Context: an optimization exercise on an open-source flow, tuned for small area and a short achievable clock period. The choices shown serve that exercise and are no tape-out recipe. Where RTL was checked, it was by simulation tests only, not by an equivalence proof against the original. Power and IR drop assume default switching activity.

Design tod_core, start of the top module:
module tod_core #(parameter TIME_WIDTH_SUB_NS=20, TIME_WIDTH_NS=32, TIME_WIDTH_SEC=48) (
    input clk,
    input rst_n,
    input set_init_time,  
    input set_offset_time,  
    input plus_offset_time,  
    input wire [TIME_WIDTH_SUB_NS-1:0] init_time_sub_ns,
    input wire [TIME_WIDTH_NS-1:0] init_time_ns,
    input wire [TIME_WIDTH_SEC-1:0] init_time_sec,
    input wire [TIME_WIDTH_SUB_NS-1:0] offset_time_sub_ns,
    input wire [TIME_WIDTH_NS-1:0] offset_time_ns,  
    input wire [TIME_WIDTH_SUB_NS-1:0] incr_time_sub_ns,
    input wire [TIME_WIDTH_NS-1:0] incr_time_ns,
    output reg [TIME_WIDTH_SUB_NS-1:0] time_sub_ns,
    output reg [TIME_WIDTH_NS-1:0] time_ns,
    output reg [TIME_WIDTH_SEC-1:0] time_sec
);
localparam W = TIME_WIDTH_SUB_NS + TIME_WIDTH_NS;    
localparam LW = TIME_WIDTH_SUB_NS + 9;                 
localparam HW = W - LW;                                
localparam [HW-1:0] KP = 23'd1953125;                  
  ...
clock: 18.0 ns
lec_check: 0
cap_margin: 20
core_margin: 2
core_utilization: 40
slew_margin: 20
standard.sh (not shown) runs the stock make flow with config.mk's settings and CLKGATE_MAP_FILE= SYNTH_SCRIPT=/design/flow/synth_recipe.tcl, a recipe that flattens the netlist after the stock synthesis.
==> flow/flow/run.sh <==
#!/bin/bash
# The standard layout (standard.sh), with three changes to how it is made:
# - synthesis maps all logic with flow/abc.script, an area-oriented ABC script (see flow/synth.tcl);
# - the port buffers use the smallest buffer cell instead of buffer_ports' default;
# - repair_timing works towards a setup slack of 10 ns at the design's clock period.
# The output of every step goes to standard.log here (ORFS's own per-step logs stay in orfs/logs).
set -euo pipefail
export FLOW_ABC_SCRIPT=$PWD/flow/abc.script
bash standard.sh SYNTH_SCRIPT=$PWD/flow/synth.tcl "BUFFER_PORTS_ARGS=-buffer_cell sky130_fd_sc_hd__buf_1" SETUP_SLACK_MARGIN=10 finish > standard.log 2>&1
==> flow/flow/abc.script <==
&get -n
&st
&dch -f
&nf -a
&put
==> flow/flow/synth.tcl <==
# synth_recipe.tcl (the standard synthesis) with two changes: ABC maps with
# flow/abc.script in place of ORFS's abc_speed.script, and full and half adders
# are not extracted into fa/ha cells first (ABC maps that logic with the rest).
# Everything else, including the register names and cells, is as in the
# standard synthesis.
proc synth {args} { yosys synth -nofsm -noshare {*}$args }
proc extract_fa {args} { }
proc abc {args} {
  set i [lsearch -exact $args -script]
  if { $i >= 0 } {
    set args [lreplace $args [expr {$i + 1}] [expr {$i + 1}] $::env(FLOW_ABC_SCRIPT)]
  }
  yosys abc {*}$args
}
source $::env(SCRIPTS_DIR)/synth.tcl
# left out here: clear keep_hierarchy, flatten, clean up, hide names made inside functions, write 1_2_yosys.v
The starting point ran to the end with no violations.
==> next run, changes <==
==> flow/flow/abc.script (replaced) <==
&get -n
&st
&dch
&nf -a
&put
Outcome:
- The new run produced a clean layout
- sequential cell count is unchanged
- combinational power grows by 13%
- utilization grows by 1.5 points
- non-clock buffer count shrinks by 2
- design area grows by about 3%
- final cell count shrinks by 0.93%
- sequential power grows by about 2%
No run of this note included a check of the RTL's function; only the layout flow was run.

* * *

Setup of zinc:
Another version of the RTL of tod_core (not shown whole).
Size: about 1300 cells after synthesis, ~310 I/O pins, about 10000 um2 of cells after synthesis.
Settings: LEC_CHECK=0, CAP_MARGIN=20, CORE_MARGIN=2, CORE_UTILIZATION=55, SLEW_MARGIN=20; clock period 18.0 ns.
==> flow/flow/run.sh <==
#!/bin/bash
# The standard layout (standard.sh), with three changes to how it is made:
# - synthesis maps all logic with flow/abc.script, an area-oriented ABC script (see flow/synth.tcl);
# - the port buffers use the smallest buffer cell instead of buffer_ports' default;
# - repair_timing works towards a setup slack of 10.15 ns at the design's clock period.
# - extra ORFS settings: "SYNTH_KEEP_MODULES=tod_aoi21 tod_oai21 tod_nand2 tod_nor2 tod_aoi22 tod_aoi222 tod_csa tod_mux2" (SYNTH_KEEP_MODULES keeps the one-gate blocks of
#   rtl/tod_core.v apart in synthesis, so each maps to one library gate).
# The output of every step goes to standard.log here (ORFS's own per-step logs stay in orfs/logs).
set -euo pipefail
export FLOW_ABC_SCRIPT=$PWD/flow/abc.script
bash standard.sh SYNTH_SCRIPT=$PWD/flow/synth.tcl "BUFFER_PORTS_ARGS=-buffer_cell sky130_fd_sc_hd__buf_1" SETUP_SLACK_MARGIN=10.15 "SYNTH_KEEP_MODULES=tod_aoi21 tod_oai21 tod_nand2 tod_nor2 tod_aoi22 tod_aoi222 tod_csa tod_mux2" finish > standard.log 2>&1
==> flow/flow/abc.script <==
&get -n
&st
&dch -f
&nf -a
&put
==> flow/flow/synth.tcl <==
# synth_recipe.tcl (the standard synthesis) with two changes: ABC maps with
# flow/abc.script in place of ORFS's abc_speed.script, and full and half adders
# are extracted into fa/ha cells only in the carry-save block tod_csa (ABC
# maps the adders' logic elsewhere with the rest).
# Everything else, including the register names and cells, is as in the
# standard synthesis.
proc synth {args} { yosys synth -nofsm -noshare {*}$args }
proc extract_fa {args} { yosys extract_fa {*}$args tod_csa }
proc abc {args} {
  set i [lsearch -exact $args -script]
  if { $i >= 0 } {
    set args [lreplace $args [expr {$i + 1}] [expr {$i + 1}] $::env(FLOW_ABC_SCRIPT)]
  }
  yosys abc {*}$args
}
source $::env(SCRIPTS_DIR)/synth.tcl
# left out here: clear keep_hierarchy, flatten, clean up, hide names made inside functions, write 1_2_yosys.v
Edits applied to the flow inputs when going from zinc to raven:
==> flow/flow/run.sh <==
#!/bin/bash
# The standard layout (standard.sh), changed only in how the layout is made:
# - synthesis (flow/synth.tcl) maps the logic with flow/abc.script, an
#   area-oriented ABC script, and keeps the one-gate blocks of rtl/tod_core.v,
#   the carry-save block tod_csa and the 2:1 muxes apart (SYNTH_KEEP_MODULES), so
#   each maps to its own library cells and the adders keep their depth;
# - the port buffers use the smallest buffer cell instead of buffer_ports' default;
set -euo pipefail
export FLOW_ABC_SCRIPT=$PWD/flow/abc.script
bash standard.sh SYNTH_SCRIPT=$PWD/flow/synth.tcl "BUFFER_PORTS_ARGS=-buffer_cell sky130_fd_sc_hd__buf_1" SETUP_SLACK_MARGIN=10.25 "SYNTH_KEEP_MODULES=tod_aoi21 tod_oai21 tod_nand2 tod_nor2 tod_aoi22 tod_aoi222 tod_csa tod_mux2" finish > standard.log 2>&1
## What came out
- raven finished every stage and its layout cleared the timing, DRC and antenna checks.
- Worst reg2reg path depth came out exactly the same in raven and zinc.
- Final instance area across raven and zinc: no real change.
- | overall power of the completed layout | raven vs zinc | ≈ equal |
- | combinational share of power | lower: zinc |
- Compare raven and zinc | maximum single-stage delay on the critical path higher: zinc
- ~same sequential power in raven and zinc
- Layout overhead on the synthesized area, raven and zinc: larger value in raven
- Clock share of power was higher in the run labelled zinc.
#### Input delta (pepper over raven)
==> flow/flow/run.sh <==
#!/bin/bash
# The standard layout (standard.sh), with three changes to how it is made:
# - synthesis maps all logic with flow/abc.script, an area-oriented ABC script (see flow/synth.tcl);
# - the port buffers use the smallest buffer cell instead of buffer_ports' default;
# - repair_timing works towards a setup slack of 10.5 ns at the design's clock period.
# - extra ORFS settings: "SYNTH_KEEP_MODULES=tod_aoi21 tod_oai21 tod_nand2 tod_nor2 tod_aoi22 tod_aoi222 tod_csa tod_mux2" (SYNTH_KEEP_MODULES keeps the one-gate blocks of
#   rtl/tod_core.v apart in synthesis, so each maps to one library gate).
# The output of every step goes to standard.log here (ORFS's own per-step logs stay in orfs/logs).
set -euo pipefail
export FLOW_ABC_SCRIPT=$PWD/flow/abc.script
bash standard.sh SYNTH_SCRIPT=$PWD/flow/synth.tcl "BUFFER_PORTS_ARGS=-buffer_cell sky130_fd_sc_hd__buf_1" SETUP_SLACK_MARGIN=10.5 "SYNTH_KEEP_MODULES=tod_aoi21 tod_oai21 tod_nand2 tod_nor2 tod_aoi22 tod_aoi222 tod_csa tod_mux2" finish > standard.log 2>&1
--- outcome ---
raven and pepper ended up with nearly the same longest individual stage delay on the worst path. raven and pepper ended up with nearly the same clock transition time at the flip-flop clock pins of the worst setup and hold paths. When pepper is set beside raven, its worst ir drop on vdd turns out to be 10% larger.
For nickel, these inputs were changed with respect to pepper:
==> flow/flow/run.sh <==
#!/bin/bash
# The standard layout (standard.sh), with three changes to how it is made:
# - synthesis maps all logic with flow/abc.script, an area-oriented ABC script (see flow/synth.tcl);
# - the port buffers use the smallest buffer cell instead of buffer_ports' default;
# - repair_timing works towards a setup slack of 10.35 ns at the design's clock period.
# - extra ORFS settings: "SYNTH_KEEP_MODULES=tod_aoi21 tod_oai21 tod_nand2 tod_nor2 tod_aoi22 tod_aoi222 tod_csa tod_mux2" (SYNTH_KEEP_MODULES keeps the one-gate blocks of
#   rtl/tod_core.v apart in synthesis, so each maps to one library gate).
# The output of every step goes to standard.log here (ORFS's own per-step logs stay in orfs/logs).
set -euo pipefail
export FLOW_ABC_SCRIPT=$PWD/flow/abc.script
bash standard.sh SYNTH_SCRIPT=$PWD/flow/synth.tcl "BUFFER_PORTS_ARGS=-buffer_cell sky130_fd_sc_hd__buf_1" SETUP_SLACK_MARGIN=10.35 "SYNTH_KEEP_MODULES=tod_aoi21 tod_oai21 tod_nand2 tod_nor2 tod_aoi22 tod_aoi222 tod_csa tod_mux2" finish > standard.log 2>&1
### Flow results
Compared with pepper, nickel shows a cell area after layout that is about 3.4% lower. Going from pepper to nickel, global placement routability congestion grew by a few percent. Compare nickel and pepper | sequential fraction of design power lower: pepper.
The following lists how tundra was set up differently from nickel:
==> flow/flow/run.sh <==
#!/bin/bash
# The standard layout (standard.sh), changed only in how the layout is made:
# - synthesis (flow/synth.tcl) maps the logic with flow/abc.script, an
#   area-oriented ABC script, and keeps the one-gate blocks of rtl/tod_core.v,
#   the carry-save block tod_csa and the 2:1 muxes apart (SYNTH_KEEP_MODULES), so
#   each maps to its own library cells and the adders keep their depth;
# - the port buffers use the smallest buffer cell instead of buffer_ports' default;
set -euo pipefail
export FLOW_ABC_SCRIPT=$PWD/flow/abc.script
bash standard.sh SYNTH_SCRIPT=$PWD/flow/synth.tcl "BUFFER_PORTS_ARGS=-buffer_cell sky130_fd_sc_hd__buf_1" SETUP_SLACK_MARGIN=10.35 "SYNTH_KEEP_MODULES=tod_aoi21 tod_oai21 tod_nand2 tod_nor2 tod_aoi22 tod_aoi222 tod_csa tod_mux2" finish > standard.log 2>&1
Results
nickel -> tundra: worst-margin pin slew delta 0, exact match. Finished layout cell area: tundra vs nickel identical. On global-route usage, nickel and tundra are neck and neck. Between nickel and tundra, the combinational cell fraction of total power figures differ only marginally. In summary, tundra completed successfully, with a layout that passed the timing, DRC and antenna checks. From nickel to tundra, post-route core utilization did not move at all. Re final worst-path setup slack: no difference whatsoever between nickel and tundra. Diff tundra..nickel | xor-xnor portion of the synthesized cell area | unchanged. Taking nickel as the reference, in tundra die area saw little to no change, number of global-route vias before repair neither gained nor lost much, post-route clock period utilization closely matched the old numbers. From tundra to nickel, total number of tap cells did not move at all.
For juniper, these inputs were changed with respect to tundra:
==> flow/flow/run.sh <==
#!/bin/bash
# The standard layout (standard.sh), with three changes to how it is made:
# - synthesis maps all logic with flow/abc.script, an area-oriented ABC script (see flow/synth.tcl);
# - the port buffers use the smallest buffer cell instead of buffer_ports' default;
# - repair_timing works towards a setup slack of 10.45 ns at the design's clock period.
# - extra ORFS settings: "SYNTH_KEEP_MODULES=tod_aoi21 tod_oai21 tod_nand2 tod_nor2 tod_aoi22 tod_aoi222 tod_csa tod_mux2" (SYNTH_KEEP_MODULES keeps the one-gate blocks of
#   rtl/tod_core.v apart in synthesis, so each maps to one library gate).
# The output of every step goes to standard.log here (ORFS's own per-step logs stay in orfs/logs).
set -euo pipefail
export FLOW_ABC_SCRIPT=$PWD/flow/abc.script
bash standard.sh SYNTH_SCRIPT=$PWD/flow/synth.tcl "BUFFER_PORTS_ARGS=-buffer_cell sky130_fd_sc_hd__buf_1" SETUP_SLACK_MARGIN=10.45 "SYNTH_KEEP_MODULES=tod_aoi21 tod_oai21 tod_nand2 tod_nor2 tod_aoi22 tod_aoi222 tod_csa tod_mux2" finish > standard.log 2>&1
## What came out
juniper reached the end of the flow, and the finished layout is clean on the timing, DRC and antenna checks. Combinational power share up 1.3 points in juniper wrt tundra. Summary — part of the power in the clock network, juniper relative to tundra: lower, by 0.3 points. Lower share of the final layout cell area in sequential cells goes to juniper over tundra. On area added between synthesis and finish: between tundra and juniper, it ends up lower for tundra. The classification of the worst setup path comes out in -> reg in one run and reg -> reg in the other, namely in tundra and juniper respectively. Post-layout minimum cycle time: juniper better than tundra. In the metrics for tundra and juniper, the one carrying the lower count of clock-net buffers in the final layout is juniper.

## re-timing with driven ports
The results above use ideal ports. As a check the final layouts listed here were re-extracted and re-timed, cells and wires unchanged. Step 1: set_driving_cell puts a clkbuf_16 on clk and a buf_2 on each other input, an assumption about the parent block. Step 2 times the ports against the registers' clock, not the clock port: input delays grow and output delays shrink by t, the midpoint of the rising clock arrivals with the driver on. Three values: ideal ports, drivers, drivers and shift; two values: the first two.
run	shift t [ns]	setup WS [ns]	hold WS [ns]	pins driven straight from the clock port
the first run of note 1	0.404	10.259 / 10.254 / 9.850	0.616 / 0.616 / 0.616	1
the second run of note 1	0.398	10.094 / 10.085 / 9.687	0.607 / 0.607 / 0.607	1
zinc	0.404	10.343 / 10.351 / 9.947	0.614 / 0.614 / 0.614	1
raven	0.402	10.428 / 10.437 / 10.035	0.606 / 0.606 / 0.606	1
pepper	0.404	10.586 / 10.561 / 10.157	0.609 / 0.609 / 0.609	1
nickel	0.402	10.530 / 10.535 / 10.133	0.599 / 0.599 / 0.599	1
tundra	0.402	10.530 / 10.535 / 10.133	0.599 / 0.599 / 0.599	1
juniper	0.404	10.619 / 10.619 / 10.229	0.603 / 0.603 / 0.603	1
After both steps setup and hold are still met in every run listed. The setup slack of pepper, which loses most, moves by -0.025 ns with the drivers and by -0.429 ns with both steps.
